Source: an optimization exercise on an open RTL-to-GDS flow (aim: small area and a short achievable clock period). Production flows keep margins and buffers that such runs may drop. RTL that was checked went through simulation tests only; none was proved equivalent to the original.

Design ham, start of the top module:
module ham(data_in, data_out, clk, resetn);
input [31:0] data_in;
input clk, resetn;
output reg [33:0] data_out;
wire p1 = data_out[1];
wire p0 = data_out[0];
wire [15:0] va, vb, vw;
genvar k;
generate
  for (k = 0; k < 16; k = k + 1) begin : pr
    wire d1 = data_in[2*k+1];
    wire d0 = data_in[2*k];
    wire q1 = data_out[2*k+3];
    wire q0 = data_out[2*k+2];
    wire x  = d1 ^ d0;
    assign va[k] = d1 ^ q1;
    assign vb[k] = d0 ^ q0;
    assign vw[k] = x ? ~va[k] : vb[k];
  end
endgenerate
wire [4:0] A, B, W;
hd_calcu_4m ca(va, A);
hd_calcu_4m cb(vb, B);
hd_calcu_4m cw(vw, W);
wire [5:0] M = A + W;
wire ie = A >= 5'd8 + p1;
wire io = B >= 5'd7 + p1 + p0;
wire is = M >= 6'd16 + p0;
wire se = W <= 5'd8 - p1 + p0;
wire so = M <= B + 6'd8 - p1;
wire eo = A + p0 <= B;
wire sel_i = ie & io & is;
wire sel_s = ~is & se & so;
wire sel_e = ~ie & ~se & eo;
wire c1 = ~sel_i & ~sel_s;
wire c0 = ~sel_i & ~sel_e;
wire inv1 = ~(c1 & ~c0);    
wire inv0 = ~(c1 & c0);     
reg [33:0] nxt;
integer i;
always @(*) begin
  nxt[1:0] = {c1, c0};
  for (i = 0; i < 16; i = i + 1) begin
    nxt[2*i+3] = sel_s ? data_in[2*i]   : data_in[2*i+1] ^ inv1;
    nxt[2*i+2] = sel_s ? data_in[2*i+1] : data_in[2*i]   ^ inv0;
  end
end
always @(posedge clk, negedge resetn)
begin
  if (!resetn)
    data_out <= 34'd0;
  else
    data_out <= nxt;
end
endmodule
==> flow/config.mk <==
export PLATFORM = sky130hd
export DESIGN_NAME = ham
export DESIGN_NICKNAME = ham
export VERILOG_FILES = /design/flow/design.v
export SDC_FILE = /design/flow/constraint.sdc
export NUM_CORES = 4
export LEC_CHECK = 0
export CAP_MARGIN = 20
export CORE_MARGIN = 2
export CORE_UTILIZATION = 40
export SETUP_SLACK_MARGIN = 3
export SLEW_MARGIN = 20
==> flow/constraint.sdc <==
create_clock -name core_clock -period 12.5 [get_ports {clk}]
set_input_delay 2.5000 -clock core_clock [delete_from_list [all_inputs] [get_ports {clk}]]
set_output_delay 2.5000 -clock core_clock [all_outputs]
set_load 0.01 [all_outputs]
run.sh (not shown) runs the stock make flow with config.mk's settings and CLKGATE_MAP_FILE= SYNTH_SCRIPT=/design/flow/synth_recipe.tcl, a recipe that flattens the netlist after the stock synthesis.
The first run produced a clean layout.
Edit:
- SETUP_SLACK_MARGIN: 3 -> 5
Result: The changed run completed with no timing, DRC or antenna violations. Worst hold slack is better by 0.15 ns. Setup slack gets better by 0.57 ns. Core utilization rose by 4.1 points. Register-to-register slack improved by 0.28 ns.
No functional check of the RTL was part of any run of this note.


tundra:
Another version of the RTL of ham (not shown whole).
Size: roughly 550 cells after synthesis, ~34 flip-flops, roughly 68 I/O pins, ~4700 µm² of cells after synthesis.
export LEC_CHECK = 0
export CAP_MARGIN = 20
export CORE_MARGIN = 2
export CORE_UTILIZATION = 40
export SLEW_MARGIN = 20
create_clock -name core_clock -period 12.5 [get_ports {clk}]
standard.sh (not shown) runs the stock make flow with config.mk's settings and CLKGATE_MAP_FILE= SYNTH_SCRIPT=/design/flow/synth_recipe.tcl, a recipe that flattens the netlist after the stock synthesis.
==> flow/flow/run.sh <==
#!/bin/bash
set -euo pipefail
export BUFFER_PORTS_ARGS="-buffer_cell sky130_fd_sc_hd__buf_1"
bash standard.sh SETUP_SLACK_MARGIN=6 finish > standard.log 2>&1
tundra finished all stages; the layout is clean.
For maple, these inputs were changed with respect to tundra:
- an added SETUP_SLACK_MARGIN of 0
==> flow/run.sh (new file) <==
#!/bin/bash
# synth_recipe.tcl (not shown) runs the flow's synth.tcl, then flattens the netlist and writes it again
# the make line also repeats each setting of config.mk as NAME=value (left out here)
make -C /OpenROAD-flow-scripts/flow DESIGN_CONFIG=/design/flow/config.mk WORK_HOME=/design/flow/orfs CLKGATE_MAP_FILE= SYNTH_SCRIPT=/design/flow/synth_recipe.tcl finish
removed: flow/flow/run.sh
removed: flow/standard.sh
Findings:
Going from tundra to maple, clock latency reported for the late side of the worst-skew pair flat, final cell count down 38, number of resized instances in the post-cts repair step down 141, met2 wirelength from detailed routing down 1500 µm. Utilization after layout in maple is 7.6 points below tundra. Per the final summary, maple finished and its layout is clean on timing, DRC and antenna.
The following lists how lagoon was set up differently from maple:
- clearing SETUP_SLACK_MARGIN, which used to be 0
==> flow/flow/run.sh (new file) <==
#!/bin/bash
set -euo pipefail
export BUFFER_PORTS_ARGS="-buffer_cell sky130_fd_sc_hd__buf_1"
bash standard.sh SETUP_SLACK_MARGIN=7 finish > standard.log 2>&1
==> flow/standard.sh (new file) <==
#!/bin/bash
# synth_recipe.tcl (not shown) runs the flow's synth.tcl, then flattens the netlist and writes it again
# the make line also repeats each setting of config.mk as NAME=value (left out here)
make -C /OpenROAD-flow-scripts/flow DESIGN_CONFIG=/design/flow/config.mk WORK_HOME=/design/flow/orfs CLKGATE_MAP_FILE= SYNTH_SCRIPT=/design/flow/synth_recipe.tcl "${@:-finish}"
removed: flow/run.sh
## What came out
- Compared with maple, lagoon shows a higher global routing usage on met1.
- met2 usage in global routing was higher in lagoon than in maple.
- Hold slack delta (lagoon − maple): unfavourable
- Setup fix buffers added after clock tree synthesis was lower in maple than in lagoon.
The inputs of yarrow differ from those of lagoon as listed below.
- an added SETUP_SLACK_MARGIN of 0
==> flow/flow/run.sh <==
#!/bin/bash
set -euo pipefail
export BUFFER_PORTS_ARGS="-buffer_cell sky130_fd_sc_hd__buf_1"
bash standard.sh > standard.log 2>&1
Notes after the runs:
- Between yarrow and lagoon, the difference in total nets after synthesis is negligible.
- Looking only at count of clock-buffer cells in the layout, and setting everything else aside, the lower value of yarrow and lagoon goes to lagoon.
- The leading cell type in the layout, fill and taps excluded comes out a21oi_1 in one run and buf_1 in the other, namely in lagoon and yarrow respectively.
- yarrow against lagoon: source-to-sink clock delay at the later pin of the worst-skew pair roughly the same.
- Global-route usage: yarrow and lagoon compared, lower one is yarrow
- yarrow ended up with and3b_1 as its cell with the largest stage delay on the worst path; lagoon ended up with fa_1.
- | non-clock buffer count | yarrow vs lagoon | 35% lower |
- Re maximum frequency: lagoon was higher than yarrow.


Setup of the previous run:
ham with an RTL version that a note above also has.
Size in the first run: ~600 cells after synthesis, roughly 34 flip-flops, about 0.0047 mm^2 of cells after synthesis.
clock: 12.5 ns
lec_check: 0
abc_area: 1
cap_margin: 20
core_margin: 2
core_utilization: 40
slew_margin: 20
run.sh (not shown) runs the stock make flow with config.mk's settings and CLKGATE_MAP_FILE= SYNTH_SCRIPT=/design/flow/synth_recipe.tcl, a recipe that flattens the netlist after the stock synthesis.
Stock flow here: none of the scripts above is used.
What the current run does differently from the previous run at the input level:
Settings: ABC_AREA removed (was 1).
==> comparison <==
- Setup slack in the current run is larger than in the previous run.
- Taking the previous run as the reference, in the current run number of search-and-repair iterations in the first detailed-routing pass lost 1, routing usage on met1 now smaller, final routed wirelength across all metal layers now smaller.
No functional check of the RTL was part of any run of this note.


ham, a different RTL version from the one above (not shown whole).
Size in the first run: about 34 flip-flops, roughly 3700 sq um of cells after synthesis.
clock: 12.5 ns
lec_check: 0
cap_margin: 20
core_margin: 2
core_utilization: 60
cts_buf_list: sky130_fd_sc_hd__clkbuf_8
setup_slack_margin: 4.5
slew_margin: 20
synth_hierarchical: 1
synth_minimum_keep_size: 0
standard.sh (not shown) runs the stock make flow with config.mk's settings and CLKGATE_MAP_FILE= SYNTH_SCRIPT=/design/flow/synth_recipe.tcl, a recipe that flattens the netlist after the stock synthesis.
==> flow/flow/run.sh <==
#!/bin/bash
set -euo pipefail
export BUFFER_PORTS_ARGS="-buffer_cell sky130_fd_sc_hd__buf_1"
bash standard.sh > standard.log 2>&1
Then changed:
SETUP_SLACK_MARGIN = 5   (was 4.5)
Outcome: Non-clock buffer count went up by 4. Setup slack is better by 0.42 ns. Sequential share of layout area went down by 0.33 points. Cell area went up slightly. Sequential cell count stays the same. Hold slack is worse by 0.0070 ns. Utilization went up by 1.0 points. Final cell count went up slightly.
No run of this note included a check of the RTL's function; only the layout flow was run.


Setup of v45:
Another version of the RTL of ham (not shown whole).
For scale: about 330 cells after synthesis, about 3400 µm² of cells after synthesis.
clock: 12.5 ns
lec_check: 0
cap_margin: 20
core_margin: 2
core_utilization: 60
cts_buf_list: sky130_fd_sc_hd__clkbuf_8
setup_slack_margin: 3
slew_margin: 20
synth_hierarchical: 1
synth_minimum_keep_size: 0
Scripts as last shown in full above: flow/flow/run.sh
v45: PASS, flow complete, no timing, DRC or antenna violations
Inputs modified between v45 and v3:
Settings: putting GPL_TIMING_DRIVEN at 1 where nothing was set; swapping 3 for 4.5 in SETUP_SLACK_MARGIN.
Findings:
The source of the critical timing path comes out data_in[30] in one run and data_in[9] in the other, namely in v45 and v3 respectively.
Summary of v3 over v45: share of the cycle needed by the critical path after routing saw a decrease, worst setup slack saw an increase.
For sequential fraction of total cell area, v45 and v3 come out practically identical.
Re share of the synthesized area in compound gates (AO/OA/AOI/OAI): no difference whatsoever between v45 and v3.
The overall routed net length of v3 is lower than that of v45.
Comparing v45 with v3, the final area came out essentially unchanged.
From v45 to v3 the numbers moved as follows: fmax now larger; peak fanout along the critical path now larger.
v3 — detailed-route wire length on metal 1 3.9% higher, v45 as reference
Modified inputs, v40 compared to v3
Settings: clearing GPL_TIMING_DRIVEN, which used to be 1; swapping 4.5 for 5 in SETUP_SLACK_MARGIN.
Notes after the runs:
Higher post-route minimum period among v3 and v40: v3. Highest achievable clock rate, v3 and v40: larger value in v40. Routed wire length (lower): v3.
Changes in v57 relative to v40:
Settings: CTS_CLUSTER_SIZE: unset -> 50; SETUP_SLACK_MARGIN: 5 -> 4.5; CTS_CLUSTER_DIAMETER: unset -> 500.
Async set-reset flop share out of synthesis came out exactly the same in v40 and v57.
The final cell count of v57 falls short of that of v40 by about 2%.
Across both runs, data required time of the critical path was lower for v57 than for v40.
v57 vs v40, first-iteration DRC count went down by 20%.
Changes in v47 relative to v57:
Settings: CTS_CLUSTER_DIAMETER removed (was 500); SETUP_SLACK_MARGIN changed from 4.5 to 4; CTS_CLUSTER_SIZE removed (was 50).
Findings:
- | clock tree skew after final layout | v47 vs v57 | ≈ equal |
- v57 -> v47: routed wire length decreased slightly
- On sequential share of layout area, v47 and v57 are neck and neck.
- Global-route usage up 0.29 points in v47 wrt v57
- [diff] final critical-path required period, v47 relative to v57: regression
What v51 does differently from v47 at the input level:
Settings: changing SETUP_SLACK_MARGIN from 4 to 4.5.
Findings:
v51 finished all stages; the layout is clean.
v51 vs v47 — worst hold slack rose 0.025 ns.
Changes observed in v51 relative to v47: core utilization now smaller, critical path depth fell 1.
Compared v51 against v47; cell count within noise.
Between v47 and v51, the area taken by multi-input logic gates does not differ in any meaningful way.
Looking at v47 and v51, the buffering overhead is a wash.
data_out[24]$_DFF_PN0_ as the capture point of the critical path was reported by v47, and data_out[9]$_DFF_PN0_ by v51.
Lower final area was reported by v51, not v47.


== run 4 ==
The RTL this note starts from:
==> flow/design.v <==
module hd_calcu_4m(input [15:0] a,
                   output [4:0] hd
                  );
  wire c0, s0, c1, s1, c2, s2, c3, s3, c4, s4, c5, s5, c6, s6, c7, s7, c8, s8, c9, s9, c10, s10, c11, s11, c12, s12, c13, s13, c14, s14;
  ham_fa f0 (a[0], a[10], a[11], c0, s0);
  ham_fa f1 (a[12], a[13], a[14], c1, s1);
  ham_fa f2 (a[15], a[1], a[2], c2, s2);
  ham_fa f3 (a[3], a[4], a[5], c3, s3);
  ham_fa f4 (a[6], a[7], a[8], c4, s4);
  ham_fa f5 (a[9], s0, s1, c5, s5);
  ham_ha h6 (s2, s3, c6, s6);
  ham_fa f7 (s4, s6, s5, c7, s7);
  ham_fa f8 (c0, c1, c2, c8, s8);
  ham_fa f9 (c3, c4, c6, c9, s9);
  ham_ha h10 (c5, s8, c10, s10);
  ham_fa f11 (s9, s10, c7, c11, s11);
  ham_fa f12 (c8, c10, c9, c12, s12);
  ham_ha h13 (s12, c11, c13, s13);
  ham_ha h14 (c12, c13, c14, s14);
  assign hd[0] = s7;
  assign hd[1] = s11;
  assign hd[2] = s13;
  assign hd[3] = s14;
  assign hd[4] = c14;
endmodule
module ham_fa(input a, input b, input c, output co, output s);
  assign s  = a ^ b ^ c;
  assign co = (a & b) | (a & c) | (b & c);
endmodule
module ham_ha(input a, input b, output co, output s);
  assign s  = a ^ b;
  assign co = a & b;
endmodule
module ham(data_in, data_out, clk, resetn);
input [31:0] data_in;
input clk, resetn;
output reg [33:0] data_out;
wire p1 = data_out[1];
wire p0 = data_out[0];
wire [15:0] va, vb, vn;
genvar k;
generate
  for (k = 0; k < 16; k = k + 1) begin : pr
    ham_pair pp(data_in[2*k+1], data_in[2*k], data_out[2*k+3], data_out[2*k+2],
                va[k], vb[k], vn[k]);
  end
endgenerate
wire [4:0] A, B, N;
hd_calcu_4m ca(va, A);
hd_calcu_4m cb(vb, B);
hd_calcu_4m cn(vn, N);
function cout5;
  input [4:0] u, v;
  input c;
  reg cy;
  integer j;
  begin
    cy = c;
    for (j = 0; j < 5; j = j + 1)
      cy = (u[j] & v[j]) | (u[j] & cy) | (v[j] & cy);
    cout5 = cy;
  end
endfunction
wire [4:0] a8n = ~{A[4] | A[3], ~A[3], A[2:0]};
wire [4:0] rs, rc;
genvar m;
generate
  for (m = 0; m < 5; m = m + 1) begin : rw
    ham_fa f(B[m], a8n[m], N[m], rc[m], rs[m]);
  end
endgenerate
wire ie = A[4] | (A[3] & (~p1 | A[2] | A[1] | A[0]));
wire io = B[4] | (B[3] & (~(p1 & p0) | B[2] | B[1] | B[0])) |
          (~p1 & ~p0 & B[2] & B[1] & B[0]);
wire se = N[4] | (N[3] & (p0 | ~p1 | N[2] | N[1] | N[0])) |
          (p0 & ~p1 & N[2] & N[1] & N[0]);
wire so = rc[4] | cout5(rs, {rc[3:0], 1'b0}, ~p1);
wire is = cout5(A, ~N, ~p0);
wire eo = cout5(B, ~A, ~p0);
wire sel_i = ie & io & is;
wire sel_s = ~is & se & so;
wire sel_e = ~ie & ~se & eo;
wire c1 = ~sel_i & ~sel_s;
wire c0 = ~sel_i & ~sel_e;
wire inv1 = ~sel_e;           
wire inv0 = sel_i | sel_e;    
wire [33:0] nxt;
assign nxt[1:0] = {c1, c0};
generate
  for (k = 0; k < 16; k = k + 1) begin : ob
    ham_obit o1(sel_s, data_in[2*k],   data_in[2*k+1], inv1, nxt[2*k+3]);
    ham_obit o0(sel_s, data_in[2*k+1], data_in[2*k],   inv0, nxt[2*k+2]);
  end
endgenerate
always @(posedge clk, negedge resetn)
begin
  if (!resetn)
    data_out <= 34'd0;
  else
    data_out <= nxt;
end
endmodule
module ham_obit(input s, input u, input v, input inv, output o);
  assign o = s ? u : v ^ inv;
endmodule
module ham_pair(input d1, input d0, input q1, input q0,
                output a, output b, output n);
  wire y;
  ham_xor xa(d1, q1, a);
  ham_xor xb(d0, q0, b);
  ham_xor xy(q1, q0, y);
  ham_mxn mn(y, a, b, n);
endmodule
module ham_xor(input u, input v, output o);
  assign o = u ^ v;
endmodule
module ham_mxn(input s, input u, input v, output o);
  assign o = s ? u : ~v;
endmodule
==> flow/config.mk <==
export PLATFORM = sky130hd
export DESIGN_NAME = ham
export DESIGN_NICKNAME = ham
export VERILOG_FILES = /design/flow/design.v
export SDC_FILE = /design/flow/constraint.sdc
export NUM_CORES = 4
export LEC_CHECK = 0
export CAP_MARGIN = 20
export CORE_MARGIN = 2
export CORE_UTILIZATION = 60
export CTS_BUF_LIST = sky130_fd_sc_hd__clkbuf_8
export SETUP_SLACK_MARGIN = 4.5
export SLEW_MARGIN = 20
export SYNTH_HIERARCHICAL = 1
export SYNTH_MINIMUM_KEEP_SIZE = 0
==> flow/constraint.sdc <==
create_clock -name core_clock -period 12.5 [get_ports {clk}]
set_input_delay 2.5000 -clock core_clock [delete_from_list [all_inputs] [get_ports {clk}]]
set_output_delay 2.5000 -clock core_clock [all_outputs]
set_load 0.01 [all_outputs]
Scripts as last shown in full above: flow/flow/run.sh
Run 4 | status: complete | timing, DRC, antenna: pass
Input-level comparison between run 1 and run 4:
# run 4
export LEC_CHECK = 0
export CAP_MARGIN = 20
export CORE_MARGIN = 2
export CORE_UTILIZATION = 60
export CTS_BUF_LIST = sky130_fd_sc_hd__clkbuf_8
export SETUP_SLACK_MARGIN = 4.5
export SLEW_MARGIN = 20
export SYNTH_HIERARCHICAL = 1
export SYNTH_MINIMUM_KEEP_SIZE = 0
create_clock -name core_clock -period 12.5 [get_ports {clk}]
# run 1
export LEC_CHECK = 0
export CAP_MARGIN = 20
export CORE_MARGIN = 2
export CORE_UTILIZATION = 60
export CTS_BUF_LIST = sky130_fd_sc_hd__clkbuf_4 sky130_fd_sc_hd__clkbuf_8
export SETUP_SLACK_MARGIN = 4.5
export SLEW_MARGIN = 20
export SYNTH_HIERARCHICAL = 1
export SYNTH_MINIMUM_KEEP_SIZE = 0
create_clock -name core_clock -period 12.5 [get_ports {clk}]
Notes after the runs:
Run 1 completed; timing, DRC and antenna clean. Diff run 4 -> run 1: met1 capacity usage during global routing held, synthesized area per cell neither gained nor lost much. Re first-iteration DRC count: no difference whatsoever between run 4 and run 1. Number of non-clock buffers in the layout delta (run 1 -> run 4): insignificant. Run 4 -> run 1: post-CTS resize count delta 0, exact match. Diff run 1..run 4 | remaining antenna violation count | unchanged. As far as share of the clock period used by the worst path goes, run 1 and run 4 are indistinguishable; the numbers are identical.
No functional check of the RTL was part of any run of this note.

re-timing with driven ports:
The results above use ideal ports. As a check the final layouts listed here were re-extracted and re-timed, cells and wires unchanged. Step 1 sets driving cells, clkbuf_16 on the clock port and buf_2 on the other inputs (assumed; they add their load-dependent delay and slew). Step 2 moves the port delays by t, midway between the first and last clock arrival at a register: inputs arrive t later, outputs are due t later. That takes back most of the time a late clock gives input paths. Slacks: ideal ports / drivers / drivers and shift; pairs: ideal ports / drivers.
| run | t (ns) | setup slack, ns | worst setup path after step 2 | clock arrival spread, ns |
|---|---|---|---|---|
| the first run of note 1 | 0.316 | 3.202 / 3.219 / 2.904 | input to register | 0.005 / 0.005 |
| the second run of note 1 | 0.321 | 3.772 / 3.774 / 3.453 | input to register | 0.005 / 0.006 |
| tundra | 0.321 | 5.659 / 5.633 / 5.312 | input to register | 0.004 / 0.004 |
| maple | 0.314 | 3.876 / 3.891 / 3.578 | input to register | 0.004 / 0.003 |
| lagoon | 0.321 | 5.665 / 5.636 / 5.315 | input to register | 0.003 / 0.004 |
| yarrow | 0.317 | 4.220 / 4.231 / 3.914 | input to register | 0.004 / 0.005 |
| the previous run | 0.318 | 2.107 / 2.121 / 1.803 | input to register | 0.008 / 0.008 |
| the current run | 0.315 | 2.222 / 2.238 / 1.923 | input to register | 0.003 / 0.004 |
| the first run of note 4 | 0.318 | 4.902 / 4.913 / 4.595 | input to register | 0.003 / 0.003 |
| the second run of note 4 | 0.317 | 5.322 / 5.333 / 5.017 | input to register | 0.004 / 0.003 |
| v45 | 0.320 | 4.761 / 4.763 / 4.444 | input to register | 0.008 / 0.009 |
| v3 | 0.318 | 4.873 / 4.881 / 4.563 | input to register | 0.004 / 0.004 |
| v40 | 0.316 | 5.160 / 5.158 / 4.842 | input to register | 0.004 / 0.004 |
| v57 | 0.318 | 4.873 / 4.881 / 4.563 | input to register | 0.004 / 0.004 |
| v47 | 0.319 | 4.743 / 4.748 / 4.429 | input to register | 0.004 / 0.004 |
| v51 | 0.318 | 4.873 / 4.881 / 4.563 | input to register | 0.004 / 0.004 |
| run 4 | 0.304 | 5.198 / 5.205 / 4.901 | input to register | 0.003 / 0.004 |
| run 1 | 0.304 | 5.198 / 5.205 / 4.901 | input to register | 0.003 / 0.004 |
After both steps setup and hold are still met in every run listed. For lagoon, which loses most, drivers alone change the setup slack by -0.029 ns; drivers and shift together by -0.350 ns.
